Source: an optimization exercise on an open RTL-to-GDS flow (aim: small area and a short achievable clock period). Production flows keep margins and buffers that such runs may drop.
RTL that was checked went through simulation tests only; none was proved equivalent to the original.
The RTL of runs 2 to 6 was laid out without a check of its function.
In every run shown here, the design's own scripts or RTL, not TritonCTS, make the clock network.
No driver is modelled on the clock port, so clock power and skew are understated where the tree is cut down; a real chip needs a root buffer or a tree.
Power is estimated from default activity; no workload was simulated.

--- config.mk ---
export PLATFORM = sky130hd
export DESIGN_NAME = syn_fifo
export DESIGN_NICKNAME = syn_fifo
export VERILOG_FILES = /design/flow/design.v
export SDC_FILE = /design/flow/constraint.sdc
export NUM_CORES = 8
export LEC_CHECK = 0
export CAP_MARGIN = 20
export CORE_MARGIN = 2
export CORE_UTILIZATION = 60
export SETUP_SLACK_MARGIN = 2.1
export SLEW_MARGIN = 20
export SYNTH_MEMORY_MAX_BITS = 4096
--- constraint.sdc ---
create_clock -name core_clock -period 4.0 [get_ports {clk}]
set_input_delay 0.8000 -clock core_clock [delete_from_list [all_inputs] [get_ports {clk}]]
set_output_delay 0.8000 -clock core_clock [all_outputs]
set_load 0.01 [all_outputs]
--- design.v ---
module ram_dp_ar_aw (
  input             clk,
  input             we,         
  input      [15:0] wlo,        
  input      [15:0] whi,        
  input       [7:0] wdata,
  input      [15:0] row_sel,    
  input      [15:0] row_sel0,   
  output reg [127:0] col_q      
);
reg [7:0] mem [0:255];
genvar wi;
generate
  for (wi = 0; wi < 256; wi = wi + 1) begin : wr_g
    always @(posedge clk)
      if (we && whi[wi/16] && wlo[wi%16])
        mem[wi] <= wdata;
  end
endgenerate
integer r, c;
reg [127:0] col_d;
always @(*) begin
  col_d = 128'd0;
  for (c = 0; c < 16; c = c + 1)
    for (r = 0; r < 16; r = r + 1)
      col_d[8*c +: 8] = col_d[8*c +: 8] |
        (mem[16*r+c] & {8{(c == 0) ? row_sel0[r] : row_sel[r]}});
end
always @(posedge clk)
  col_q <= col_d;
endmodule
module syn_fifo (
  input        clk,
  input        rst,
  input        wr_cs,
  input        rd_cs,
  input  [7:0] data_in,
  input        rd_en,
  input        wr_en,
  output [7:0] data_out,
  output       empty,
  output       full
);
wire wr = wr_cs & wr_en;
wire rd = rd_cs & rd_en;
reg        wr_q;
reg  [7:0] din_q, din_qq;
reg  [15:1] wr_lo_h;           
reg         wr_lo0_n;          
reg  [15:1] wr_hi_h;           
reg         wr_hi0_n;
wire [15:0] wr_lo = {wr_lo_h, ~wr_lo0_n};
wire [15:0] wr_hi = {wr_hi_h, ~wr_hi0_n};
always @(posedge clk or posedge rst)
  if (rst)
    wr_q <= 1'b0;
  else
    wr_q <= wr;
always @(posedge clk) begin
  din_q  <= data_in;
  din_qq <= din_q;
end
always @(posedge clk or posedge rst)
  if (rst) begin
    wr_lo_h  <= 15'd0;
    wr_lo0_n <= 1'b0;
    wr_hi_h  <= 15'd0;
    wr_hi0_n <= 1'b0;
  end else if (wr_q) begin
    wr_lo_h  <= wr_lo[14:0];
    wr_lo0_n <= ~wr_lo[15];
    if (wr_lo[15]) begin
      wr_hi_h  <= wr_hi[14:0];
      wr_hi0_n <= ~wr_hi[15];
    end
  end
reg  [15:1] rd_col_h;
reg         rd_col0_n;
reg  [15:1] rd_row_h;
reg         rd_row0_n;
reg  [15:1] rd_nrow_h;         
reg         rd_nrow0_n;
wire [15:0] rd_col  = {rd_col_h, ~rd_col0_n};
wire [15:0] rd_row  = {rd_row_h, ~rd_row0_n};
wire [15:0] rd_row0 = {rd_nrow_h, ~rd_nrow0_n};
always @(posedge clk or posedge rst)
  if (rst) begin
    rd_col_h   <= 15'd0;
    rd_col0_n  <= 1'b0;
    rd_row_h   <= 15'd0;
    rd_row0_n  <= 1'b0;
    rd_nrow_h  <= 15'd0;
    rd_nrow0_n <= 1'b0;
  end else if (rd) begin
    rd_col_h  <= rd_col[14:0];
    rd_col0_n <= ~rd_col[15];
    if (rd_col[15]) begin
      rd_row_h  <= rd_row[14:0];
      rd_row0_n <= ~rd_row[15];
    end
    if (rd_col[0]) begin
      rd_nrow_h  <= rd_row0[14:0];
      rd_nrow0_n <= ~rd_row0[15];
    end
  end
reg  [7:0] cnt_q;
reg        inc_q, dec_q;
reg        not_empty, is1, is2, is254, full_r;
reg        byp1, byp2;     
wire       inc = wr & ~rd;
wire       dec = rd & ~wr;
wire [7:0] cnt = cnt_q + {{7{dec_q}}, dec_q | inc_q};
wire       cnt_is3   = inc_q ? (cnt_q == 8'd2)   : dec_q ? (cnt_q == 8'd4)   : (cnt_q == 8'd3);
wire       cnt_is253 = inc_q ? (cnt_q == 8'd252) : dec_q ? (cnt_q == 8'd254) : (cnt_q == 8'd253);
always @(posedge clk or posedge rst)
  if (rst) begin
    cnt_q <= 8'd0;
    inc_q <= 1'b0;
    dec_q <= 1'b0;
  end else begin
    cnt_q <= cnt;
    inc_q <= inc;
    dec_q <= dec;
  end
always @(posedge clk or posedge rst)
  if (rst) begin
    not_empty  <= 1'b0;
    is1        <= 1'b0;
    is2        <= 1'b0;
    is254      <= 1'b0;
    full_r     <= 1'b0;
  end else if (dec) begin
    not_empty  <= ~is1;
    is1        <= is2;
    is2        <= cnt_is3;
    is254      <= full_r;
    full_r     <= 1'b0;
  end else if (inc) begin
    not_empty  <= 1'b1;
    is1        <= ~not_empty;
    is2        <= is1;
    is254      <= cnt_is253;
    full_r     <= is254;
  end
always @(posedge clk or posedge rst)
  if (rst) begin
    byp1 <= 1'b0;
    byp2 <= 1'b0;
  end else begin
    byp1 <= wr   & (rd ? is1 : ~not_empty);
    byp2 <= wr_q & (rd ? is2 : is1);
  end
assign empty = ~not_empty;
assign full  = full_r;
wire [127:0] col_q;
reg  [7:0]  col_word;
integer c;
always @(*) begin
  col_word = 8'd0;
  for (c = 0; c < 16; c = c + 1)
    col_word = col_word | (col_q[8*c +: 8] & {8{rd_col[c]}});
end
wire [7:0] head = byp1 ? din_q : (byp2 ? din_qq : col_word);
reg [7:0] data_out_r;
always @(posedge clk or posedge rst)
  if (rst)
    data_out_r <= 8'd0;
  else if (rd)
    data_out_r <= head;
assign data_out = data_out_r;
ram_dp_ar_aw DP_RAM (
  .clk      (clk),
  .we       (wr_q),
  .wlo      (wr_lo),
  .whi      (wr_hi),
  .wdata    (din_q),
  .row_sel  (rd_row),
  .row_sel0 (rd_row0),
  .col_q    (col_q)
);
endmodule
--- flow/run.sh ---
#!/bin/bash
# Own flow: the standard layout, except that
#  - the clock tree is built by flow/mcts.tcl (a shallow tree of clock
#    buffers over flip-flop clusters found by recursive bisection) instead
#    of TritonCTS,
#  - the port buffers are buf_4 (buffer_ports otherwise picks a delay
#    buffer, which is slow on the input and output paths), and
#  - sky130_fd_sc_hd__a222oi_1, which comes in one weak size only, is added
#    to the platform's don't-use list, so that synthesis does not put it on
#    paths that the resizer then cannot speed up.
# Every tool's output goes to the ORFS logs under orfs/logs; this script's
# own output goes to run.log.
set -euo pipefail
cd "$(dirname "$0")/.."
exec > >(tee run.log) 2>&1
DU="sky130_fd_sc_hd__probe_p_8 sky130_fd_sc_hd__probec_p_8 sky130_fd_sc_hd__lpflow_bleeder_1 sky130_fd_sc_hd__lpflow_clkbufkapwr_1 sky130_fd_sc_hd__lpflow_clkbufkapwr_16 sky130_fd_sc_hd__lpflow_clkbufkapwr_2 sky130_fd_sc_hd__lpflow_clkbufkapwr_4 sky130_fd_sc_hd__lpflow_clkbufkapwr_8 sky130_fd_sc_hd__lpflow_clkinvkapwr_1 sky130_fd_sc_hd__lpflow_clkinvkapwr_16 sky130_fd_sc_hd__lpflow_clkinvkapwr_2 sky130_fd_sc_hd__lpflow_clkinvkapwr_4 sky130_fd_sc_hd__lpflow_clkinvkapwr_8 sky130_fd_sc_hd__lpflow_decapkapwr_12 sky130_fd_sc_hd__lpflow_decapkapwr_3 sky130_fd_sc_hd__lpflow_decapkapwr_4 sky130_fd_sc_hd__lpflow_decapkapwr_6 sky130_fd_sc_hd__lpflow_decapkapwr_8 sky130_fd_sc_hd__lpflow_inputiso0n_1 sky130_fd_sc_hd__lpflow_inputiso0p_1 sky130_fd_sc_hd__lpflow_inputiso1n_1 sky130_fd_sc_hd__lpflow_inputiso1p_1 sky130_fd_sc_hd__lpflow_inputisolatch_1 sky130_fd_sc_hd__lpflow_isobufsrc_1 sky130_fd_sc_hd__lpflow_isobufsrc_16 sky130_fd_sc_hd__lpflow_isobufsrc_2 sky130_fd_sc_hd__lpflow_isobufsrc_4 sky130_fd_sc_hd__lpflow_isobufsrc_8 sky130_fd_sc_hd__lpflow_isobufsrckapwr_16 sky130_fd_sc_hd__lpflow_lsbuf_lh_hl_isowell_tap_1 sky130_fd_sc_hd__lpflow_lsbuf_lh_hl_isowell_tap_2 sky130_fd_sc_hd__lpflow_lsbuf_lh_hl_isowell_tap_4 sky130_fd_sc_hd__lpflow_lsbuf_lh_isowell_4 sky130_fd_sc_hd__lpflow_lsbuf_lh_isowell_tap_1 sky130_fd_sc_hd__lpflow_lsbuf_lh_isowell_tap_2 sky130_fd_sc_hd__lpflow_lsbuf_lh_isowell_tap_4 sky130_fd_sc_hd__a222oi_1"
bash standard.sh DONT_USE_CELLS="$DU" PRE_CTS_TCL="$PWD/flow/cts_hook.tcl" \
  BUFFER_PORTS_ARGS="-buffer_cell sky130_fd_sc_hd__buf_4" finish
--- flow/cts_hook.tcl ---
# PRE_CTS_TCL hook: build the clock tree by hand (flow/mcts.tcl) in place of
# TritonCTS, then let the rest of ORFS's CTS step (legalisation, timing
# repair) run as usual.
source [file join [file dirname [info script]] mcts.tcl]
set mcts_levels {{128 sky130_fd_sc_hd__clkbuf_8} {16 sky130_fd_sc_hd__clkbuf_16} {4 sky130_fd_sc_hd__clkbuf_16}}
if {[info exists ::env(MCTS_LEVELS)]} { set mcts_levels $::env(MCTS_LEVELS) }
mcts_build2 $mcts_levels
rename clock_tree_synthesis tritoncts_unused
proc clock_tree_synthesis {args} {
  puts "clock tree built by flow/mcts.tcl"
  set_propagated_clock [all_clocks]
}
--- flow/mcts.tcl ---
proc mcts_split {items n} {
  # items: list of {obj x y}; return n groups (n a power of 2)
  if {$n <= 1} { return [list $items] }
  set xs {}; set ys {}
  foreach it $items { lappend xs [lindex $it 1]; lappend ys [lindex $it 2] }
  set xs [lsort -integer $xs]; set ys [lsort -integer $ys]
  set dx [expr {[lindex $xs end]-[lindex $xs 0]}]
  set dy [expr {[lindex $ys end]-[lindex $ys 0]}]
  set k [expr {$dx >= $dy ? 1 : 2}]
  set s [lsort -integer -index $k $items]
  set h [expr {[llength $s]/2}]
  set a [lrange $s 0 [expr {$h-1}]]; set b [lrange $s $h end]
  return [concat [mcts_split $a [expr {$n/2}]] [mcts_split $b [expr {$n/2}]]]
}
proc mcts_build2 {levels} {
  # levels: list of {ngroups master} from the leaves up
  set block [ord::get_db_block]
  set db [ord::get_db]
  set clknet [$block findNet clk]
  set items {}
  foreach it [$clknet getITerms] {
    set l [[$it getInst] getLocation]
    lappend items [list $it [lindex $l 0] [lindex $l 1]]
  }
  set lvl 0
  foreach lv $levels {
    lassign $lv ng bn
    set buf [$db findMaster $bn]
    set next {}
    set gi 0
    foreach grp [mcts_split $items $ng] {
      set sx 0; set sy 0
      foreach item $grp { set sx [expr {$sx+[lindex $item 1]}]; set sy [expr {$sy+[lindex $item 2]}] }
      set n [llength $grp]
      set cx [expr {int($sx/$n)}]; set cy [expr {int($sy/$n)}]
      set bi [odb::dbInst_create $block $buf "ctsbuf_L${lvl}_${gi}"]
      $bi setLocation $cx $cy
      $bi setPlacementStatus PLACED
      set net [odb::dbNet_create $block "clknet_L${lvl}_${gi}"]
      $net setSigType CLOCK
      foreach item $grp { set it [lindex $item 0]; $it disconnect; $it connect $net }
      [$bi findITerm X] connect $net
      lappend next [list [$bi findITerm A] $cx $cy]
      incr gi
    }
    puts "mcts: level $lvl: [llength $next] x $bn for [llength $items] loads"
    set items $next
    incr lvl
  }
  foreach item $items { [lindex $item 0] connect $clknet }
}
--- standard.sh ---
#!/bin/bash
# synth_recipe.tcl (not shown) runs the flow's synth.tcl, then flattens the netlist and writes it again
# the make line also repeats each setting of config.mk as NAME=value (left out here)
make -C /OpenROAD-flow-scripts/flow DESIGN_CONFIG=/design/flow/config.mk WORK_HOME=/design/flow/orfs CLKGATE_MAP_FILE= SYNTH_SCRIPT=/design/flow/synth_recipe.tcl "${@:-finish}"
==> impl_metrics.yaml, run 1 <==
worst_setup_path:
  cp-startpoint: "data_out_r[6]"
  r2r-end: "DP_RAM.col_q[103]"
  r2r_slack_ns: 2.03
  cp.required_ns: 3.20
  crit_chain: "buf_6"
  cpPeakStageDelay_ns: 0.49
  critical_path_cell_count: 1
  cp_slowest_cell: "dfrtp_2"
  cp.arrival_ns: 1.20
  crit_buf_inv: 1
  startpoint_type: "register"
  path_max_fanout: 2
  endpoint: "data_out[6]"
  worstSetupPathType: "reg2out"
  endpoint_kind: "primary output"
  reg2reg_depth: 5
  r2r-start: "rd_row_h[11]"
  critPathTopFamily: "flip-flops"
grt:
  antenna_found_initial: 21
  track_usage: 0.357
  grt_max_degree: 103
  grt_pass1_wl_um: 350000
  grt_pass1_vias: 44000
  grt_overflow: 0
yosys:
  async_flop_share: 0.0461
  avgSynthCellArea_um2: 17.9
  synth_edf_count: 2048
  synth_nets: 4634
  yosysSeqAreaShare: 0.814
  synth_ff_type: "edfxtp_1"
  synth_cells: 4610
  synth.ff_latch_count: 2298
  netlist_area_um2: 82300
  yosysUniqueCellTypes: 40
  yosysWarnings: 3
clocking:
  holdBufCountCts: 0
  cts.clk_slew.worst_paths_ns: 0.11
  clock_latency_ns: 0.57
drt:
  drt_iter0_drc: 7623
  wire_per_inst_um: 39.2
  route.detailed.drc: 0
  routed_via_density: 7.26
  via_count: 47000
  ant_nets: 0
  dr.pass1.iters: 6
  routed_wl_um: 254000
job:
  cap_violations: 0
die:
  placement_rows: 135
  coreArea_um2: 136000
  start_util: 0.606
  fp.dieH_um: 374
  ios: 24
  die_x_um: 374
  dieArea_um2: 140000
layout:
  final_cells: 6473
  layout_common_cells: "edfxtp_1 (2,048), a221oi_1 (437), a22o_1 (384)"
  synthToLayoutAreaGrowth_pct: 8.95
  final_util: 0.660
  finalNetCount: 4706
  drive_gt1_frac: 0.156
  fillers: 9314
  final_common_cell: "edfxtp_1"
timing:
  whs_ns: 0.308
  setup_ws_ns: 2.00
  period_share: 0.500
  clock.fmax_mhz: 500
  finClkSkew_ns: 0.0270
  fin_crit_ns: 2.00
  setup_viol: 0
  finalSetupTns_ns: 0
  relSlewSlack: 0.344
  tightestPinTransition_ns: 0.984
  rsz0062_at_grt: "true"
  hold_viol: 0
  report.final.slew_viol_count: 0
place:
  dp_hpwl_um: 141000
  io_buffers: 23
  place_inst: 6210
  place_congestion: 0.877
  preCtsSetupSlack_ns: 1.20
power_and_ir_drop:
  power_per_cell_area_nw_per_um2: 467
  power_leakage_uw: 0.0294
  peakVddDrop_mv: 0.313
min_path:
  hold_path_class: "in2async"
run_status:
  status: "no timing/DRC/antenna violations"
==> flip-flops by register name, indices dropped and copies added (netlist names), 15 cells and up <==
name          count
DP_RAM.mem     2048
DP_RAM.col_q    128
rd_row_h         15
rd_col_h         15
wr_lo_h          15
wr_hi_h          15
rd_nrow_h        15
==> timing repair <==
item,in CTS,in global routing
pin swaps,9,20
gates cloned,0,2
setup endpoints to repair,2209,189
setup buffers,91,10
gates resized for setup,228,86
==> final cells by class <==
class                   instances  area, um2  share of cell area
plain buffers                 148       2260              0.0252
inverters                     158        601             0.00670
well taps                    1781       2230              0.0249
repair buffers                248       3010              0.0336
diodes                         12       30.0            0.000335
multi-input cells            1828      14300               0.160
flip-flops and latches       2298      67200               0.749
==> cells in the mapped netlist (2+ instances only) <==
cell type	n	area share
nand3b_1	2	0.00018
o221ai_1	7	0.00074
dfrtp_1	106	0.032
dfxtp_1	144	0.035
edfxtp_1	2048	0.75
and2_1	15	0.0011
o31ai_1	4	0.00036
a22oi_1	48	0.0044
buf_2	26	0.0016
a211oi_1	2	0.00018
a221oi_1	513	0.055
nor2b_1	10	0.00076
nand2_1	177	0.0081
ha_1	9	0.0014
a21o_1	16	0.0015
mux2i_1	2	0.00024
mux2_2	42	0.0057
a21oi_1	16	0.00097
a2111oi_0	9	0.00096
nand4_1	148	0.011
nand3_1	2	0.00012
nand2b_1	4	0.00030
clkbuf_1	273	0.012
o21ai_0	158	0.0096
buf_1	27	0.0012
nor2_1	19	0.00087
inv_1	157	0.0072
a22o_1	384	0.041
and3_1	225	0.017
xor2_1	3	0.00032
or2_2	2	0.00015
xnor2_1	4	0.00043
==> where the power goes <==
group          switching, uW  internal [uW]  total [uW]
logic                   2250           1340        3590
clock network           6970           3830       10800
registers                966          26600       27500
total                  10200          31700       41900
==> how the worst min path moves through the flow <==
stage                            start          endpoint  slack (ns)  depth (start not counted)
floorplan                    not_empty              byp1        0.42                          1
global placement    DP_RAM.mem[179][0]  DP_RAM.col_q[24]        0.46                          2
detailed placement  DP_RAM.mem[179][0]  DP_RAM.col_q[24]        0.46                          2
CTS                                rst     rd_nrow_h[13]        0.31                          2
global route                       rst     rd_nrow_h[14]        0.33                          2
finish                             rst     rd_nrow_h[14]        0.31                          2
==> stage by stage <==
| step | cell area, um2 | total power, uW |
|---|---|---|
| 6_report | 89700 | 41900 |
| 5_1_grt | 89600 | 42700 |
| 4_1_cts | 89100 | 41500 |
| 3_5_place_dp | 84900 | 30900 |
| 3_3_place_gp | 84900 | 30900 |
| 2_1_floorplan | 82300 | 29000 |
==> layer usage <==
| layer | vias up | track usage | share of wire |
|---|---|---|---|
| met5 | - | 0 | 0.00041 |
| met4 | 16 | 0.105 | 0.032 |
| met3 | 458 | 0.0603 | 0.12 |
| met2 | 3090 | 0.540 | 0.46 |
| met1 | 24500 | 0.541 | 0.40 |
| li1 | 18900 | - | - |
==> logic make-up after synthesis <==
| logic type | synth area share |
|---|---|
| DFF | 0.814 |
| AOI/OAI and AO/OA | 0.114 |
| and+or+nand+nor | 0.0404 |
| buffers and inverters | 0.0225 |
| muxes | 0.00599 |
| adders and majority gates | 0.00161 |
| xor gates and xnor gates | 0.000745 |
==> run 2, diff against run 1 <==
--- a/design.v
+++ b/design.v
@@ -106,5 +106,6 @@
 reg  [7:0] cnt_q;
 reg        inc_q, dec_q;
-reg        not_empty, is1, is2, is254, full_r;
+reg        empty_r, is1, is2, is254, full_r;
+wire       not_empty = ~empty_r;
 reg        byp1, byp2;     
 wire       inc = wr & ~rd;
@@ -125,20 +126,25 @@
 always @(posedge clk or posedge rst)
   if (rst) begin
-    not_empty  <= 1'b0;
     is1        <= 1'b0;
     is2        <= 1'b0;
     is254      <= 1'b0;
-    full_r     <= 1'b0;
   end else if (dec) begin
-    not_empty  <= ~is1;
     is1        <= is2;
     is2        <= cnt_is3;
     is254      <= full_r;
-    full_r     <= 1'b0;
   end else if (inc) begin
-    not_empty  <= 1'b1;
     is1        <= ~not_empty;
     is2        <= is1;
     is254      <= cnt_is253;
+  end
+always @(posedge clk)
+  if (rst) begin
+    empty_r    <= 1'b1;
+    full_r     <= 1'b0;
+  end else if (dec) begin
+    empty_r    <= is1;
+    full_r     <= 1'b0;
+  end else if (inc) begin
+    empty_r    <= 1'b0;
     full_r     <= is254;
   end
@@ -151,5 +157,5 @@
     byp2 <= wr_q & (rd ? is2 : is1);
   end
-assign empty = ~not_empty;
+assign empty = empty_r;
 assign full  = full_r;
 wire [127:0] col_q;
@@ -163,5 +169,5 @@
 wire [7:0] head = byp1 ? din_q : (byp2 ? din_qq : col_word);
 reg [7:0] data_out_r;
-always @(posedge clk or posedge rst)
+always @(posedge clk)
   if (rst)
     data_out_r <= 8'd0;
--- a/flow/cts_hook.tcl
+++ b/flow/cts_hook.tcl
@@ -3,5 +3,5 @@
 # repair) run as usual.
 source [file join [file dirname [info script]] mcts.tcl]
-set mcts_levels {{128 sky130_fd_sc_hd__clkbuf_8} {16 sky130_fd_sc_hd__clkbuf_16} {4 sky130_fd_sc_hd__clkbuf_16}}
+set mcts_levels {{256 sky130_fd_sc_hd__clkbuf_4} {16 sky130_fd_sc_hd__clkbuf_16} {4 sky130_fd_sc_hd__clkbuf_16}}
 if {[info exists ::env(MCTS_LEVELS)]} { set mcts_levels $::env(MCTS_LEVELS) }
 mcts_build2 $mcts_levels
--- a/config.mk
+++ b/config.mk
@@ -9,5 +9,5 @@
 export CORE_MARGIN = 2
 export CORE_UTILIZATION = 60
-export SETUP_SLACK_MARGIN = 2.1
+export SETUP_SLACK_MARGIN = 2.2
 export SLEW_MARGIN = 20
 export SYNTH_MEMORY_MAX_BITS = 4096
==> run 2 against run 1 <==
Largest cell class unchanged. Highest routed layer unchanged. Largest power group unchanged. First-iteration DRC count rose by 4.4%. Via count rose by 3.6%. Fmax rose by 4.0%.
==> impl_metrics.yaml, run 2 <==
run_status:
  status: "no timing/DRC/antenna violations"
layout:
  layout_common_cells: "edfxtp_1 (2,048), a22o_1 (398), a221oi_1 (319)"
  regMostFlops: "DP_RAM.mem"
  finalNetCount: 4895
  drive_gt1_frac: 0.227
  final_common_cell: "edfxtp_1"
  final_area_um2: 91700
  synthToLayoutAreaGrowth_pct: 10.3
  top_regs: "DP_RAM.mem (2048), DP_RAM.col_q (128)"
  largest_reg_flops: 2048
die:
  die_x_um: 376
  ios: 24
  fp.dieH_um: 376
  start_util: 0.604
  coreArea_um2: 137000
  placement_rows: 136
  dieArea_um2: 142000
drt:
  drt_iter0_drc: 7961
  routed_wl_um: 269000
  ant_nets: 0
  dr.pass1.iters: 6
  route.detailed.drc: 0
  via_count: 48700
  routed_via_density: 7.29
  wire_per_inst_um: 40.2
worst_setup_path:
  cp.required_ns: 3.20
  crit_buf_inv: 1
  cp.arrival_ns: 1.12
  startpoint_type: "register"
  crit_chain: "buf_6"
  cpPeakStageDelay_ns: 0.40
  cp_slowest_cell: "dfxtp_4"
  worstSetupPathType: "reg2out"
  endpoint_kind: "primary output"
  critPathTopFamily: "flip-flops"
  path_max_fanout: 2
clocking:
  holdBufCountCts: 0
  clock_latency_ns: 0.60
  cts.clk_slew.worst_paths_ns: 0.11
grt:
  antenna_found_initial: 22
  track_usage: 0.373
  grt_overflow: 0
  grt_pass1_vias: 45900
  grt_max_degree: 113
  grt_pass1_wl_um: 366000
yosys:
  netlist.area_leader.share: 0.740
  synthTopCellsByArea: "edfxtp_1 (74%), a221oi_1 (4.9%), a22o_1 (4.2%)"
  synth_edf_count: 2048
  yosysSeqAreaShare: 0.806
  yosysUniqueCellTypes: 53
  synth.cells.most_frequent: "edfxtp_1 (2,048), a221oi_1 (464), a22o_1 (400)"
  async_flop_share: 0.0418
  synth_ff_type: "edfxtp_1"
  synth_area_leader_cell: "edfxtp_1"
  synth.ff_latch_count: 2298
  yosysMostFrequentCell: "edfxtp_1"
  yosysWarnings: 3
  synth_cells: 4643
  synth_nets: 4667
  avgSynthCellArea_um2: 17.9
  netlist_area_um2: 83100
min_path:
  hold_path_class: "in2reg"
power_and_ir_drop:
  power_per_cell_area_nw_per_um2: 465
  peakVddDrop_mv: 0.288
  power_leakage_uw: 0.0302
timing:
  finClkSkew_ns: 0.0499
  rsz0062_at_grt: "true"
  fin_crit_ns: 1.92
  period_share: 0.480
  whs_ns: 0.316
  setup_viol: 0
  report.final.slew_viol_count: 0
  finalSetupTns_ns: 0
  hold_viol: 0
  clock.fmax_mhz: 520
  relSlewSlack: 0.446
  tightestPinTransition_ns: 0.830
  setup_ws_ns: 2.08
place:
  dp_hpwl_um: 141000
  place_congestion: 0.885
  io_buffers: 23
  preCtsSetupSlack_ns: 1.63
  place_area_um2: 85300
job:
  cap_violations: 0
## run 2: cell types whose count changed after synthesis, moves of 16 or more
cell      before  now
a221oi_2       0   62
a22o_1       384  400
o21ai_0      158  142
buf_1         27    6
buf_6          0   37
nand2_1      177  207
a22oi_1       48   24
mux2_2        42   24
a221oi_1     513  464
clkbuf_1     273  173
buf_2         26  101
## run 2: report_power, final
part / leakage, uW / switching, uW / internal (uW)
Clock: 0.00142 / 7300 / 3890
Sequential: 0.0209 / 1180 / 26600
Combinational: 0.00787 / 2280 / 1360
## run 2: final cells by class
cell class / instances / area (um2)
Timing Repair Buffer: 277 / 3710
Multi-Input combinational cell: 1864 / 15500
Sequential cell: 2298 / 67200
Inverter: 154 / 582
Antenna cell: 20 / 50.0
Tap cell: 1794 / 2240
Fill cell: 9366 / 45800
Buffer: 276 / 2420
## run 2: timing repair
| action | 4_1_cts | 5_1_grt |
|---|---|---|
| gates cloned | 8 | 8 |
| pin swaps | 12 | 25 |
| endpoints found under the setup margin | 2382 | 658 |
| buffers inserted | 90 | 22 |
| resized for setup | 435 | 152 |
## run 2: cell families (layout without fill, tap and decap cells)
| kind of cell | Yosys count | after routing | share of synthesized area |
|---|---|---|---|
| XOR/XNOR | 7 | 7 | 0.000738 |
| AO/OA/AOI/OAI | 1151 | 1151 | 0.118 |
| adder cells (fa/ha/maj) | 10 | 10 | 0.00160 |
| AND/OR/NAND/NOR | 664 | 664 | 0.0426 |
| other | 0 | 20 | 0 |
| buffers and inverters | 481 | 707 | 0.0268 |
| multiplexers | 32 | 32 | 0.00452 |
| flip-flops | 2298 | 2298 | 0.806 |
## run 2: path summary, 6_finish.rpt
path,from,to,slack (ns),cells past startpoint
setup reg to reg,wr_hi_h[7],DP_RAM.mem[112][4],2.12,2
hold / removal,data_in[7],din_q[7],0.32,1
min in group asynchronous,rst,rd_col_h[3],0.38,2
hold reg to reg,DP_RAM.mem[201][6],DP_RAM.col_q[78],0.47,2
max in group asynchronous,rst,wr_hi0_n,2.56,4
setup / recovery,data_out_r[0],data_out[0],2.08,1
## run 2: per-stage QoR
step,util,total power [uW],std cells
final,0.667,42700,6683
after global routing,0.666,43700,6664
after CTS,0.658,42300,6633
after detailed placement,0.620,31400,6259
after global placement,0.620,31400,6258
after floorplan,-,29500,4643
## run 2: per-layer routing
layer	GRT usage	vias up	wire, um
li1	-	19500	-
met1	0.542	25200	102000
met2	0.553	3450	121000
met3	0.0913	534	35000
met4	0.139	16	11000
met5	0	-	102
==> run 3, diff against run 2 <==
--- a/config.mk
+++ b/config.mk
@@ -6,4 +6,5 @@
 export NUM_CORES = 8
 export LEC_CHECK = 0
+export ABC_AREA = 1
 export CAP_MARGIN = 20
 export CORE_MARGIN = 2
==> run 3 against run 2 <==
Still clean. Cell area grew 1.4%. Sequential power increased by 1%. Global-route usage down 1.1 points. Worst setup slack improved by 0.050 ns. Fmax grew 2.7%. Wire length fell by 3.2%. Register-to-register slack about the same. Largest cell class unchanged. Largest power group unchanged. Highest routed layer unchanged.
==> impl_metrics.yaml, run 3 <==
drt:
  route.detailed.drc: 0
  ant_nets: 0
  dr.pass1.iters: 6
  routed_via_density: 6.60
  wire_per_inst_um: 34.1
  routed_wl_um: 260000
  drt_iter0_drc: 7659
  via_count: 50400
layout:
  layout_common_cells: "edfxtp_1 (2,048), nand2_1 (1,589), clkbuf_4 (257)"
  regMostFlops: "DP_RAM.mem"
  synthToLayoutAreaGrowth_pct: 11.2
  finalNetCount: 5862
  fillers: 9685
  final_cells: 7630
  largest_reg_flops: 2048
  seq_area_um2: 67100
  final_common_cell: "edfxtp_1"
  drive_gt1_frac: 0.189
  top_regs: "DP_RAM.mem (2048), DP_RAM.col_q (128)"
  multi_input_area_um2: 17500
  diodes: 0
worst_setup_path:
  cpPeakStageDelay_ns: 0.37
  cp.required_ns: 3.20
  path_max_fanout: 2
  endpoint_kind: "primary output"
  cp_slowest_cell: "dfxtp_4"
  cp.arrival_ns: 1.07
  startpoint_type: "register"
  crit_chain: "buf_6"
  critPathTopFamily: "flip-flops"
  worstSetupPathType: "reg2out"
  crit_buf_inv: 1
timing:
  hold_viol: 0
  setup_ws_ns: 2.13
  finClkSkew_ns: 0.0501
  whs_ns: 0.324
  tightestPinTransition_ns: 0.911
  relSlewSlack: 0.393
  period_share: 0.468
  rsz0062_at_grt: "true"
  fin_crit_ns: 1.87
  finalSetupTns_ns: 0
  clock.fmax_mhz: 534
  report.final.slew_viol_count: 0
  setup_viol: 0
grt:
  antenna_found_initial: 7
  grt_overflow: 0
  grt_max_degree: 79
  grt_pass1_wl_um: 360000
  track_usage: 0.362
  grt_pass1_vias: 48100
die:
  coreArea_um2: 138000
  start_util: 0.607
  ios: 24
  die_x_um: 377
  fp.dieH_um: 377
  placement_rows: 136
  dieArea_um2: 142000
yosys:
  synth_cells: 5605
  synth.cells.most_frequent: "edfxtp_1 (2,048), nand2_1 (1,610), nor2_1 (323)"
  netlist.area_leader.share: 0.735
  synth_nets: 5629
  synth_area_leader_cell: "edfxtp_1"
  synthTopCellsByArea: "edfxtp_1 (74%), nand2_1 (7.2%), dfxtp_1 (3.7%)"
  async_flop_share: 0.0418
  yosysMostFrequentCell: "edfxtp_1"
  netlist_area_um2: 83600
  avgSynthCellArea_um2: 14.9
  synth.ff_latch_count: 2298
  yosysSeqAreaShare: 0.801
  yosysWarnings: 3
  yosysUniqueCellTypes: 40
  synth_ff_type: "edfxtp_1"
  synth_edf_count: 2048
power_and_ir_drop:
  power_leakage_uw: 0.0308
  peakVddDrop_mv: 0.554
  power_per_cell_area_nw_per_um2: 597
place:
  io_buffers: 23
  place_inst: 7247
  place_congestion: 0.892
  preCtsSetupSlack_ns: 1.57
  dp_hpwl_um: 148000
clocking:
  clock_latency_ns: 0.60
  cts.clk_slew.worst_paths_ns: 0.10
  holdBufCountCts: 0
run_status:
  status: "no timing/DRC/antenna violations"
min_path:
  hold_path_class: "in2reg"
job:
  cap_violations: 0
==> run 3: per-stage QoR <==
stage	cell area (um2)	util	total power (uW)
global route	93000	0.674	56900
floorplan	83700	-	35600
CTS	91700	0.665	54000
detailed placement	85800	0.623	40700
finish	93000	0.674	55500
global placement	85800	0.623	40700
==> run 3: layout make-up <==
cell class | instances | area share
Tap cell | 1794 | 0.0241
Multi-Input combinational cell | 2937 | 0.188
Inverter | 71 | 0.00365
Sequential cell | 2298 | 0.722
Timing Repair Buffer | 254 | 0.0360
Buffer | 276 | 0.0261
==> run 3: cells by family after synthesis <==
kind of cell | share of synthesized area
buffers and inverters | 0.0233
flip-flops | 0.801
multiplexers | 0.000120
AO/OA/AOI/OAI | 0.0658
adder cells (fa/ha/maj) | 0.00159
AND/OR/NAND/NOR | 0.107
XOR/XNOR | 0.000733
==> run 3: path summary, 6_finish.rpt <==
check,from,endpoint,slack (ns),cells past startpoint
worst min-delay path,data_in[5],din_q[5],0.32,1
worst max-delay path,data_out_r[3],data_out[3],2.13,1
worst min register to register,DP_RAM.mem[112][6],DP_RAM.col_q[6],0.47,2
max in group asynchronous,rst,rd_col_h[10],2.76,3
worst max register to register,rd_row_h[11],DP_RAM.col_q[26],2.13,5
min in group asynchronous,rst,wr_hi_h[13],0.40,2
==> run 3: timing repair <==
action | CTS | global route
setup buffers | 80 | 21
setup endpoints to repair | 2285 | 1069
cloned | 0 | 6
pin swaps | 9 | 24
resized for setup | 607 | 195
==> run 3: report_power, final <==
| group | internal [uW] | switching, uW |
|---|---|---|
| Combinational | 5070 | 11100 |
| Sequential | 27000 | 1230 |
| Clock | 3890 | 7270 |
| Total | 35900 | 19600 |
==> run 3: routing by layer <==
metal  up-vias  GRT usage  share of wire
met3       550     0.0678           0.11
li1      21200          -              -
met1     25400      0.532           0.39
met2      3121      0.541           0.45
met4         6      0.144          0.049
met5         -          0        0.00018
==> run 4, diff against run 3 <==
--- a/design.v
+++ b/design.v
@@ -106,6 +106,6 @@
 reg  [7:0] cnt_q;
 reg        inc_q, dec_q;
-reg        empty_r, is1, is2, is254, full_r;
-wire       not_empty = ~empty_r;
+reg        not_empty, is1, is2, is254, is255;
+reg        empty_r, full_r;      
 reg        byp1, byp2;     
 wire       inc = wr & ~rd;
@@ -126,15 +126,21 @@
 always @(posedge clk or posedge rst)
   if (rst) begin
+    not_empty  <= 1'b0;
     is1        <= 1'b0;
     is2        <= 1'b0;
     is254      <= 1'b0;
+    is255      <= 1'b0;
   end else if (dec) begin
+    not_empty  <= ~is1;
     is1        <= is2;
     is2        <= cnt_is3;
-    is254      <= full_r;
+    is254      <= is255;
+    is255      <= 1'b0;
   end else if (inc) begin
+    not_empty  <= 1'b1;
     is1        <= ~not_empty;
     is2        <= is1;
     is254      <= cnt_is253;
+    is255      <= is254;
   end
 always @(posedge clk)
@@ -168,10 +174,13 @@
 end
 wire [7:0] head = byp1 ? din_q : (byp2 ? din_qq : col_word);
-reg [7:0] data_out_r;
+reg [7:0] data_out_r, data_keep_n;
 always @(posedge clk)
-  if (rst)
-    data_out_r <= 8'd0;
-  else if (rd)
-    data_out_r <= head;
+  if (rst) begin
+    data_out_r  <= 8'd0;
+    data_keep_n <= 8'hff;
+  end else begin
+    data_out_r  <= rd ? head : ~data_keep_n;
+    data_keep_n <= rd ? ~head : data_keep_n;
+  end
 assign data_out = data_out_r;
 ram_dp_ar_aw DP_RAM (
--- a/config.mk
+++ b/config.mk
@@ -6,5 +6,4 @@
 export NUM_CORES = 8
 export LEC_CHECK = 0
-export ABC_AREA = 1
 export CAP_MARGIN = 20
 export CORE_MARGIN = 2
==> run 4 against run 3 <==
Now fails the layout checks on antenna violations. Final cell count is 11% lower. Register-to-register slack got worse by 0.09 ns. Clock power is essentially flat. Cell area is 0.40% higher. Synthesized cell count down 17%. Largest cell class unchanged.
==> impl_metrics.yaml, run 4 <==
layout:
  layout_common_cells: "edfxtp_1 (2,048), a22o_1 (384), a221oi_1 (280)"
  regMostFlops: "DP_RAM.mem"
  final_cells: 6770
  drive_gt1_frac: 0.235
  synthToLayoutAreaGrowth_pct: 12.2
  largest_reg_flops: 2048
  finalNetCount: 4985
  final_common_cell: "edfxtp_1"
  final_area_um2: 93300
  top_regs: "DP_RAM.mem (2048), DP_RAM.col_q (128)"
  fillers: 9181
yosys:
  synth.ff_latch_count: 2308
  synth_area_leader_cell: "edfxtp_1"
  avgSynthCellArea_um2: 17.8
  synth_ff_type: "edfxtp_1"
  netlist_area_um2: 83200
  yosysWarnings: 3
  yosysUniqueCellTypes: 49
  yosysMostFrequentCell: "edfxtp_1"
  synth_cells: 4677
  async_flop_share: 0.0425
  synthTopCellsByArea: "edfxtp_1 (74%), a221oi_1 (5.2%), a22o_1 (4.1%)"
  netlist.area_leader.share: 0.739
  synth_nets: 4701
  yosysSeqAreaShare: 0.808
  synth_edf_count: 2048
  synth.cells.most_frequent: "edfxtp_1 (2,048), a221oi_1 (493), a22o_1 (392)"
timing:
  finClkSkew_ns: 0.0568
  rsz0062_at_grt: "true"
  setup_viol: 0
  report.final.slew_viol_count: 0
  finalSetupTns_ns: 0
  hold_viol: 0
  tightestPinTransition_ns: 0.904
  fin_crit_ns: 1.96
  relSlewSlack: 0.397
  period_share: 0.491
  clock.fmax_mhz: 509
power_and_ir_drop:
  power_leakage_uw: 0.0310
  power_per_cell_area_nw_per_um2: 456
  peakVddDrop_mv: 0.267
worst_setup_path:
  cp.arrival_ns: 2.39
  worstSetupPathType: "reg2reg"
  startpoint_type: "register"
  crit_chain: "buf_12, buf_16, buf_6, a22o_1, a221oi_2, nand4_1"
  endpoint_kind: "register"
  path_max_fanout: 7
  cp_slowest_cell: "dfrtp_4"
  cp.required_ns: 4.43
  cpPeakStageDelay_ns: 0.61
drt:
  wire_per_inst_um: 40.4
  drt_iter0_drc: 8430
  routed_via_density: 7.28
  dr.pass1.iters: 6
  route.detailed.drc: 0
  ant_nets: 1
  via_count: 49300
  routed_wl_um: 274000
die:
  coreArea_um2: 137000
  placement_rows: 136
  die_x_um: 376
  ios: 24
  start_util: 0.605
  fp.dieH_um: 376
  dieArea_um2: 142000
place:
  io_buffers: 23
  place_congestion: 0.875
  place_inst: 6276
  place_area_um2: 85300
  dp_hpwl_um: 142000
grt:
  track_usage: 0.373
  antenna_found_initial: 28
  grt_pass1_vias: 46200
  grt_max_degree: 143
  grt_pass1_wl_um: 367000
  grt_overflow: 0
clocking:
  clock_latency_ns: 0.61
  cts.clk_slew.worst_paths_ns: 0.12
  holdBufCountCts: 0
run_status:
  so_faults: "antenna violations"
  status: "finished with violations"
min_path:
  hold_path_class: "in2reg"
job:
  cap_violations: 0
run 4: cell types whose count changed after synthesis, moves of 170 or more:
cell and change:
a22o_1 +279, nand2_1 -1389, a221oi_1 +196, nand3_1 -170, nor2_1 -299, and3_1 +226
run 4: routing by layer:
| metal | global-route usage | share of wire | wire [um] | vias up |
|---|---|---|---|---|
| li1 | - | - | - | 19700 |
| met3 | 0.0808 | 0.12 | 33700 | 626 |
| met2 | 0.555 | 0.45 | 122000 | 3511 |
| met4 | 0.153 | 0.050 | 13700 | 14 |
| met1 | 0.542 | 0.38 | 104000 | 25400 |
| met5 | 0 | 0.00041 | 111 | - |
run 4: final timing paths:
kind	from	end	slack, ns	cells past startpoint
min in group asynchronous	rst	byp2	0.62	3
min	data_in[7]	din_q[7]	0.32	1
max	rd_row_h[4]	DP_RAM.col_q[59]	2.04	6
max in group asynchronous	rst	wr_lo_h[15]	2.63	3
max reg2reg	rd_row_h[4]	DP_RAM.col_q[59]	2.04	6
min reg2reg	not_empty	byp1	0.45	1
run 4: what timing repair did:
| action | 4_1_cts | 5_1_grt |
|---|---|---|
| resized for setup | 369 | 260 |
| pin swaps | 33 | 58 |
| cloned | 7 | 18 |
| buffers inserted | 125 | 51 |
| setup endpoints to repair | 2874 | 938 |
run 4: cells by family (layout without fill, tap and decap cells):
group | after synthesis | after routing | share of synthesized area
buffers and inverters | 484 | 766 | 0.0266
multiplexers | 31 | 31 | 0.00415
XOR/XNOR | 6 | 6 | 0.000632
flip-flops | 2308 | 2308 | 0.808
adder cells (fa/ha/maj) | 10 | 10 | 0.00159
AO/OA/AOI/OAI | 1176 | 1176 | 0.117
other | 0 | 17 | 0
AND/OR/NAND/NOR | 662 | 662 | 0.0423
run 4: per-stage QoR:
stage	hold slack (ns)	utilization	total power, uW	setup WS [ns]
final	0.325	0.679	42500	2.04
after global routing	0.302	0.679	43500	2.03
after CTS	0.299	0.664	42100	2.06
after detailed placement	0.457	0.620	31100	1.31
after global placement	0.450	0.620	31100	1.35
after floorplan	0.423	-	29300	0.917
run 4: power breakdown:
part / total, uW / leakage (uW) / internal (uW) / switching, uW
logic: 3600 / 0.00861 / 1350 / 2250
registers: 27700 / 0.0210 / 26700 / 1060
clock network: 11200 / 0.00142 / 3890 / 7300
total: 42500 / 0.0310 / 31900 / 10600
run 4: layout make-up:
cell class / instances / area (um2) / area share
well taps: 1794 / 2240 / 0.0241
multi-input cells: 1885 / 15900 / 0.170
flip-flops and latches: 2308 / 67400 / 0.722
repair buffers: 333 / 4780 / 0.0512
plain buffers: 276 / 2420 / 0.0260
inverters: 156 / 594 / 0.00637
repair inverters: 1 / 5.00 / 0.0000536
diodes: 17 / 42.5 / 0.000456
run 4: critical path, delay by kind of cell, from the launching register on:
kind | cells | cell delay, ns
buffers and inverters | 3 | 0.49
AO/OA/AOI/OAI | 2 | 0.47
AND/OR/NAND/NOR | 1 | 0.19
flip-flops | 1 | 0.61
==> run 5, diff against run 4 <==
--- a/flow/cts_hook.tcl
+++ b/flow/cts_hook.tcl
@@ -3,5 +3,5 @@
 # repair) run as usual.
 source [file join [file dirname [info script]] mcts.tcl]
-set mcts_levels {{256 sky130_fd_sc_hd__clkbuf_4} {16 sky130_fd_sc_hd__clkbuf_16} {4 sky130_fd_sc_hd__clkbuf_16}}
+set mcts_levels {{128 sky130_fd_sc_hd__clkbuf_8} {16 sky130_fd_sc_hd__clkbuf_16} {4 sky130_fd_sc_hd__clkbuf_16}}
 if {[info exists ::env(MCTS_LEVELS)]} { set mcts_levels $::env(MCTS_LEVELS) }
 mcts_build2 $mcts_levels
==> run 5 against run 4 <==
The run now finishes clean. Clock skew is 0.023 ns lower. Worst setup slack got worse by 0.011 ns. Worst hold slack improved by 0.012 ns. Critical endpoint is now DP_RAM.col_q[26].
==> impl_metrics.yaml, run 5 <==
run_status:
  status: "no timing/DRC/antenna violations"
yosys:
  netlist_area_um2: 83200
  async_flop_share: 0.0425
  synth.ff_latch_count: 2308
  synth_ff_type: "edfxtp_1"
  synth_cells: 4677
  yosysUniqueCellTypes: 49
  synth_edf_count: 2048
  synth.cells.most_frequent: "edfxtp_1 (2,048), a221oi_1 (493), a22o_1 (392)"
  netlist.area_leader.share: 0.739
  avgSynthCellArea_um2: 17.8
  synthTopCellsByArea: "edfxtp_1 (74%), a221oi_1 (5.2%), a22o_1 (4.1%)"
  yosysMostFrequentCell: "edfxtp_1"
  synth_area_leader_cell: "edfxtp_1"
  yosysSeqAreaShare: 0.808
  synth_nets: 4701
  yosysWarnings: 3
worst_setup_path:
  cp.arrival_ns: 2.33
  path_max_fanout: 5
  endpoint_kind: "register"
  crit_buf_inv: 2
  critPathTopFamily: "flip-flops"
  cp.required_ns: 4.35
  r2r_slack_ns: 2.03
  worstSetupPathType: "reg2reg"
  startpoint_type: "register"
  crit_chain: "buf_12, buf_4, a22o_1, a221oi_2, nand4_1"
  cpPeakStageDelay_ns: 0.59
  cp_slowest_cell: "dfrtp_4"
grt:
  grt_pass1_wl_um: 362000
  grt_overflow: 0
  antenna_found_initial: 30
  grt_max_degree: 143
  grt_pass1_vias: 45200
  track_usage: 0.368
timing:
  fin_crit_ns: 1.97
  finClkSkew_ns: 0.0342
  period_share: 0.494
  finalSetupTns_ns: 0
  rsz0062_at_grt: "true"
  relSlewSlack: 0.406
  hold_viol: 0
  clock.fmax_mhz: 507
  tightestPinTransition_ns: 0.891
  setup_viol: 0
  report.final.slew_viol_count: 0
clocking:
  clock_latency_ns: 0.57
  cts.clk_slew.worst_paths_ns: 0.12
  holdBufCountCts: 0
power_and_ir_drop:
  power_leakage_uw: 0.0305
  peakVddDrop_mv: 0.344
  power_per_cell_area_nw_per_um2: 456
drt:
  via_count: 48300
  routed_wl_um: 269000
  wire_per_inst_um: 40.5
  ant_nets: 0
  dr.pass1.iters: 6
  route.detailed.drc: 0
  drt_iter0_drc: 8082
  routed_via_density: 7.29
layout:
  regMostFlops: "DP_RAM.mem"
  layout_common_cells: "edfxtp_1 (2,048), a22o_1 (384), a221oi_1 (279)"
  top_regs: "DP_RAM.mem (2048), DP_RAM.col_q (128)"
  finalNetCount: 4831
  largest_reg_flops: 2048
  drive_gt1_frac: 0.215
  final_util: 0.674
  final_common_cell: "edfxtp_1"
  synthToLayoutAreaGrowth_pct: 11.4
die:
  start_util: 0.605
  dieArea_um2: 142000
  coreArea_um2: 137000
  ios: 24
  die_x_um: 376
  placement_rows: 136
  fp.dieH_um: 376
place:
  place_congestion: 0.875
  dp_hpwl_um: 142000
  io_buffers: 23
min_path:
  hold_path_class: "in2reg"
job:
  cap_violations: 0
## run 5: cell types whose count changed in the layout (fill, tap and decap cells not counted), sizes merged
cell	before	now
clkbuf	290	155
clkinv	2	1
bufbuf	1	0
inv	154	155
diode	17	32
buf	318	300
## run 5: worst paths after layout
kind / start / endpoint / cells after the start
min in group asynchronous: rst / byp2 / 3
max in group asynchronous: rst / wr_lo_h[15] / 3
min: data_in[7] / din_q[7] / 1
min reg2reg: not_empty / byp1 / 1
max: rd_row_h[12] / DP_RAM.col_q[26] / 5
max reg2reg: rd_row_h[12] / DP_RAM.col_q[26] / 5
## run 5: final cells by class
class / instances / area (um2)
Tap cell: 1794 / 2240
Buffer: 148 / 2260
Fill cell: 9142 / 44800
Multi-Input combinational cell: 1885 / 15800
Antenna cell: 32 / 80.1
Timing Repair Buffer: 307 / 4260
Inverter: 156 / 597
Timing Repair inverter: 1 / 5.00
Sequential cell: 2308 / 67400
## run 5: per-stage QoR
stage	hold WS, ns	setup slack (ns)	cells	cell area, um2	total power, uW
3_3_place_gp	0.450	1.35	6275	85300	31100
2_1_floorplan	0.423	0.917	4677	83200	29300
5_1_grt	0.333	2.06	6603	92600	43100
3_5_place_dp	0.457	1.31	6276	85300	31100
6_report	0.337	2.03	6631	92700	42300
4_1_cts	0.327	2.08	6553	91000	41700
## run 5: logic make-up (layout without fill, tap and decap cells)
kind of cell    after synthesis  in the layout  synth area share
compound gates             1176           1176             0.117
fa+ha+maj                    10             10           0.00159
simple gates                662            662            0.0423
other cells                   0             32                 0
mux                          31             31           0.00415
flops                      2308           2308             0.808
xor+xnor                      6              6          0.000632
buf+inv                     484            612            0.0266
## run 5: repair_timing
item / 4_1_cts / 5_1_grt
cloned: 5 / 10
endpoints found under the setup margin: 2879 / 1009
buffers inserted: 124 / 36
resized for setup: 376 / 274
pin swaps: 26 / 45
## run 5: where the power goes
part	internal, uW	switching (uW)	total, uW
Combinational	1400	2310	3700
Sequential	26700	1060	27700
Clock	3830	6980	10800
Total	31900	10300	42300
## run 5: worst reg2reg max path: stages (launching register included)
cell and delay, ns:
dfrtp_4 0.59, buf_12 0.19, buf_4 0.17, a22o_1 0.22
a221oi_2 0.27, nand4_1 0.33
## run 5: metal layers
metal  GRT usage  part of all wire  vias up
met5           0           0.00032        -
met2       0.551              0.45     3432
li1            -                 -    19300
met3      0.0718              0.12      595
met1       0.540              0.38    25000
met4       0.146             0.047       16
==> run 6, diff against run 5 <==
--- a/design.v
+++ b/design.v
@@ -106,6 +106,6 @@
 reg  [7:0] cnt_q;
 reg        inc_q, dec_q;
-reg        not_empty, is1, is2, is254, is255;
-reg        empty_r, full_r;      
+reg        empty_r, is1, is2, is254, full_r;
+wire       not_empty = ~empty_r;
 reg        byp1, byp2;     
 wire       inc = wr & ~rd;
@@ -126,21 +126,15 @@
 always @(posedge clk or posedge rst)
   if (rst) begin
-    not_empty  <= 1'b0;
     is1        <= 1'b0;
     is2        <= 1'b0;
     is254      <= 1'b0;
-    is255      <= 1'b0;
   end else if (dec) begin
-    not_empty  <= ~is1;
     is1        <= is2;
     is2        <= cnt_is3;
-    is254      <= is255;
-    is255      <= 1'b0;
+    is254      <= full_r;
   end else if (inc) begin
-    not_empty  <= 1'b1;
     is1        <= ~not_empty;
     is2        <= is1;
     is254      <= cnt_is253;
-    is255      <= is254;
   end
 always @(posedge clk)
@@ -174,13 +168,10 @@
 end
 wire [7:0] head = byp1 ? din_q : (byp2 ? din_qq : col_word);
-reg [7:0] data_out_r, data_keep_n;
+reg [7:0] data_out_r;
 always @(posedge clk)
-  if (rst) begin
-    data_out_r  <= 8'd0;
-    data_keep_n <= 8'hff;
-  end else begin
-    data_out_r  <= rd ? head : ~data_keep_n;
-    data_keep_n <= rd ? ~head : data_keep_n;
-  end
+  if (rst)
+    data_out_r <= 8'd0;
+  else if (rd)
+    data_out_r <= head;
 assign data_out = data_out_r;
 ram_dp_ar_aw DP_RAM (
--- a/flow/cts_hook.tcl
+++ b/flow/cts_hook.tcl
@@ -1,6 +1,10 @@
-# PRE_CTS_TCL hook: build the clock tree by hand (flow/mcts.tcl) in place of
+# PRE_CTS_TCL hook: move the output port buffers next to the flip-flops
+# that drive them (flow/obuf.tcl), build the clock tree by hand
+# (flow/mcts.tcl) in place of
 # TritonCTS, then let the rest of ORFS's CTS step (legalisation, timing
 # repair) run as usual.
 source [file join [file dirname [info script]] mcts.tcl]
+source [file join [file dirname [info script]] obuf.tcl]
+obuf_move
 set mcts_levels {{128 sky130_fd_sc_hd__clkbuf_8} {16 sky130_fd_sc_hd__clkbuf_16} {4 sky130_fd_sc_hd__clkbuf_16}}
 if {[info exists ::env(MCTS_LEVELS)]} { set mcts_levels $::env(MCTS_LEVELS) }
==> flow/obuf.tcl (new file) <==
# Move each output port's buffer next to the flip-flop that drives it, so
# that the flip-flop sees a short wire and the buffer drives the long one
# to the pin. The buffer stays; detailed placement legalises it afterwards.
proc obuf_move {} {
  set block [ord::get_db_block]
  set n 0
  foreach bt [$block getBTerms] {
    if {[$bt getIoType] ne "OUTPUT"} { continue }
    set net [$bt getNet]
    foreach it [$net getITerms] {
      if {![$it isOutputSignal]} { continue }
      set buf [$it getInst]
      set in [lindex [lmap x [$buf getITerms] {expr {[$x isInputSignal] ? $x : [continue]}}] 0]
      set inet [$in getNet]
      foreach d [$inet getITerms] {
        if {![$d isOutputSignal]} { continue }
        set ff [$d getInst]
        lassign [$ff getLocation] x y
        set w [[$ff getMaster] getWidth]
        $buf setLocation [expr {$x + $w}] $y
        $buf setPlacementStatus PLACED
        incr n
      }
    }
  }
  puts "obuf_move: moved $n output buffers"
}
==> run 6 against run 5 <==
Area after synthesis decreased by 0.11%. Highest routed layer unchanged. Core utilization decreased by 0.81 points. Sequential share of layout area is 0.61 points higher. Fmax is 4.7% higher.
==> impl_metrics.yaml, run 6 <==
die:
  dieArea_um2: 142000
  coreArea_um2: 137000
  ios: 24
  die_x_um: 376
  placement_rows: 136
  start_util: 0.604
  fp.dieH_um: 376
timing:
  finClkSkew_ns: 0.0385
  hold_viol: 0
  finalSetupTns_ns: 0
  period_share: 0.471
  report.final.slew_viol_count: 0
  relSlewSlack: 0.456
  tightestPinTransition_ns: 0.817
  setup_ws_ns: 2.11
  clock.fmax_mhz: 530
  setup_viol: 0
  whs_ns: 0.349
  rsz0062_at_grt: "true"
  fin_crit_ns: 1.89
worst_setup_path:
  reg2reg_depth: 6
  cp_slowest_cell: "dfrtp_4"
  path_max_fanout: 6
  r2r_slack_ns: 2.11
  cp.arrival_ns: 2.34
  endpoint: "data_out_r[1]"
  startpoint_type: "register"
  endpoint_kind: "register"
  r2r-start: "rd_col_h[14]"
  cp-startpoint: "rd_col_h[14]"
  cp.required_ns: 4.45
  r2r-end: "data_out_r[1]"
  crit_chain: "clkbuf_2, a22o_1, a221oi_1, nand4_1, nor2_1, nor3_1"
  cpPeakStageDelay_ns: 0.58
  worstSetupPathType: "reg2reg"
yosys:
  synth_edf_count: 2048
  synth_ff_type: "edfxtp_1"
  synth_compound_area_frac: 0.118
  netlist.area_leader.share: 0.740
  synth.ff_latch_count: 2298
  synth_area_leader_cell: "edfxtp_1"
  synth_top_family_by_area: "compound AO/OA/AOI/OAI gates"
  yosysSeqAreaShare: 0.806
  yosysMostFrequentCell: "edfxtp_1"
  synth_nets: 4667
  yosys-mux-area-fraction: 0.00452
  synth_cells: 4643
  netlist_area_um2: 83100
  synthTopCellsByArea: "edfxtp_1 (74%), a221oi_1 (4.9%), a22o_1 (4.2%)"
  avgSynthCellArea_um2: 17.9
  yosysWarnings: 3
  yosysUniqueCellTypes: 53
  synth.cells.most_frequent: "edfxtp_1 (2,048), a221oi_1 (464), a22o_1 (400)"
  synth_xor_area_frac: 0.000738
  synth-simple-area-share: 0.0426
  yosys.area_share.adder: 0.00160
  async_flop_share: 0.0418
clocking:
  cts.clk_slew.worst_paths_ns: 0.11
  clock_latency_ns: 0.57
layout:
  top_regs: "DP_RAM.mem (2048), DP_RAM.col_q (128)"
  layout_common_cells: "edfxtp_1 (2,048), a22o_1 (396), a221oi_1 (316)"
  synthToLayoutAreaGrowth_pct: 10.2
  finalNetCount: 4774
  largest_reg_flops: 2048
  drive_gt1_frac: 0.210
  final_util: 0.666
  final_common_cell: "edfxtp_1"
  final_cells: 6547
  regMostFlops: "DP_RAM.mem"
power_and_ir_drop:
  power.switching_uw: 10500
  power_frac_comb: 0.087
  power_per_cell_area_nw_per_um2: 462
  peakVddDrop_mv: 0.333
  p_clk_frac: 0.256
  p_seq_frac: 0.657
  p_int_uw: 31800
  netSwitchingFraction: 0.247
  power_leakage_uw: 0.0300
drt:
  wire_per_inst_um: 40.8
  drt_iter0_drc: 7991
  dr.pass1.iters: 6
  via_count: 48000
  routed_wl_um: 267000
  ant_nets: 0
  routed_via_density: 7.33
  route.detailed.drc: 0
grt:
  grt_pass1_wl_um: 362000
  track_usage: 0.369
  grt_pass1_vias: 45000
  grt_overflow: 0
  grt_max_degree: 113
  antenna_found_initial: 23
min_path:
  hold_path_class: "in2reg"
run_status:
  status: "no timing/DRC/antenna violations"
place:
  io_buffers: 23
  dp_hpwl_um: 141000
  place_congestion: 0.885
  preCtsSetupSlack_ns: 1.63
  place_inst: 6259
job:
  cap_violations: 0
## run 6: logic make-up after synthesis
family / count (synthesis)
AOI/OAI and AO/OA: 1151
adders and majority gates: 10
buffers and inverters: 481
and+or+nand+nor: 664
muxes: 32
xor gates and xnor gates: 7
DFF: 2298
## run 6: layout make-up
type / instances / area (um2)
antenna: 5 / 12.5
buffer: 148 / 2260
fill: 9299 / 45900
inverter: 154 / 582
multi-input combinational: 1864 / 15600
sequential: 2298 / 67100
tap: 1794 / 2240
timing repair buffer: 284 / 3740
## run 6: repair_timing
| action | CTS | global route |
|---|---|---|
| pin swaps | 12 | 19 |
| hold buffers | 0 | 0 |
| gates cloned | 9 | 8 |
| resized for setup | 431 | 174 |
| setup buffers | 96 | 22 |
| setup endpoints to repair | 2382 | 807 |
## run 6: critical path, delay by kind of cell, from the launching register on
family          cells  cell delay (ns)
simple gates        3             0.45
compound gates      2             0.54
buf+inv             1             0.19
flops               1             0.58
## run 6: power groups by stage
| stage | combinational, uW | clock, uW | sequential, uW |
|---|---|---|---|
| after floorplan | 1990 | 0 | 27500 |
| after global placement | 2980 | 0 | 28400 |
| after detailed placement | 3020 | 0 | 28400 |
| after CTS | 3470 | 10800 | 27700 |
| after global routing | 3820 | 11500 | 27800 |
| final | 3680 | 10800 | 27800 |
## run 6: worst min-delay path by stage
stage	start	to	slack, ns	cells after the start
2_1_floorplan	DP_RAM.mem[240][0]	DP_RAM.col_q[0]	0.44	2
4_1_cts	data_in[7]	din_q[7]	0.33	1
3_5_place_dp	DP_RAM.mem[254][5]	DP_RAM.col_q[117]	0.46	2
6_report	data_in[7]	din_q[7]	0.35	1
3_3_place_gp	DP_RAM.mem[254][5]	DP_RAM.col_q[117]	0.45	2
5_1_grt	data_in[6]	din_q[6]	0.34	1
## run 6: metrics by stage
| step | instance area (um2) | total power [uW] |
|---|---|---|
| 2_1_floorplan | 83100 | 29500 |
| 3_3_place_gp | 85300 | 31400 |
| 3_5_place_dp | 85300 | 31400 |
| 4_1_cts | 90300 | 42000 |
| 5_1_grt | 91600 | 43100 |
| 6_report | 91600 | 42300 |
## run 6: metal layers
metal,part of all wire,wire length (um),vias up,GRT usage
li1,-,-,19100,-
met1,0.38,102000,24800,0.541
met2,0.45,119000,3474,0.551
met3,0.13,34700,567,0.0824
met4,0.044,11600,22,0.134
met5,0.00065,174,-,0

-- separate check: timing with driven ports --
The flow's constraints put no driver on any port. The routed layouts listed below were extracted and timed again, unchanged, in two steps. Step 1: set_driving_cell puts a clkbuf_16 on clk and a buf_2 on each other input, an assumption about the parent block. Step 2 moves the port delays by t, midway between the first and last clock arrival at a register: inputs arrive t later, outputs are due t later. That takes back most of the time a late clock gives input paths. Slacks: ideal ports / drivers / drivers and shift; pairs: ideal ports / drivers.
run | t (ns) | slack for setup (ns) | cell pins on the clock port's net
run 1 | 0.738 | 2.002 / 1.815 / 1.599 | 4
run 2 | 0.766 | 2.078 / 1.892 / 1.801 | 4
run 3 | 0.753 | 2.129 / 1.953 / 1.737 | 4
run 4 | 0.766 | 2.037 / 1.857 / 1.610 | 4
run 5 | 0.729 | 2.026 / 1.896 / 1.714 | 4
run 6 | 0.740 | 2.115 / 1.962 / 1.706 | 4
For run 4, which loses most, drivers alone change the setup slack by -0.180 ns; drivers and shift together by -0.427 ns.
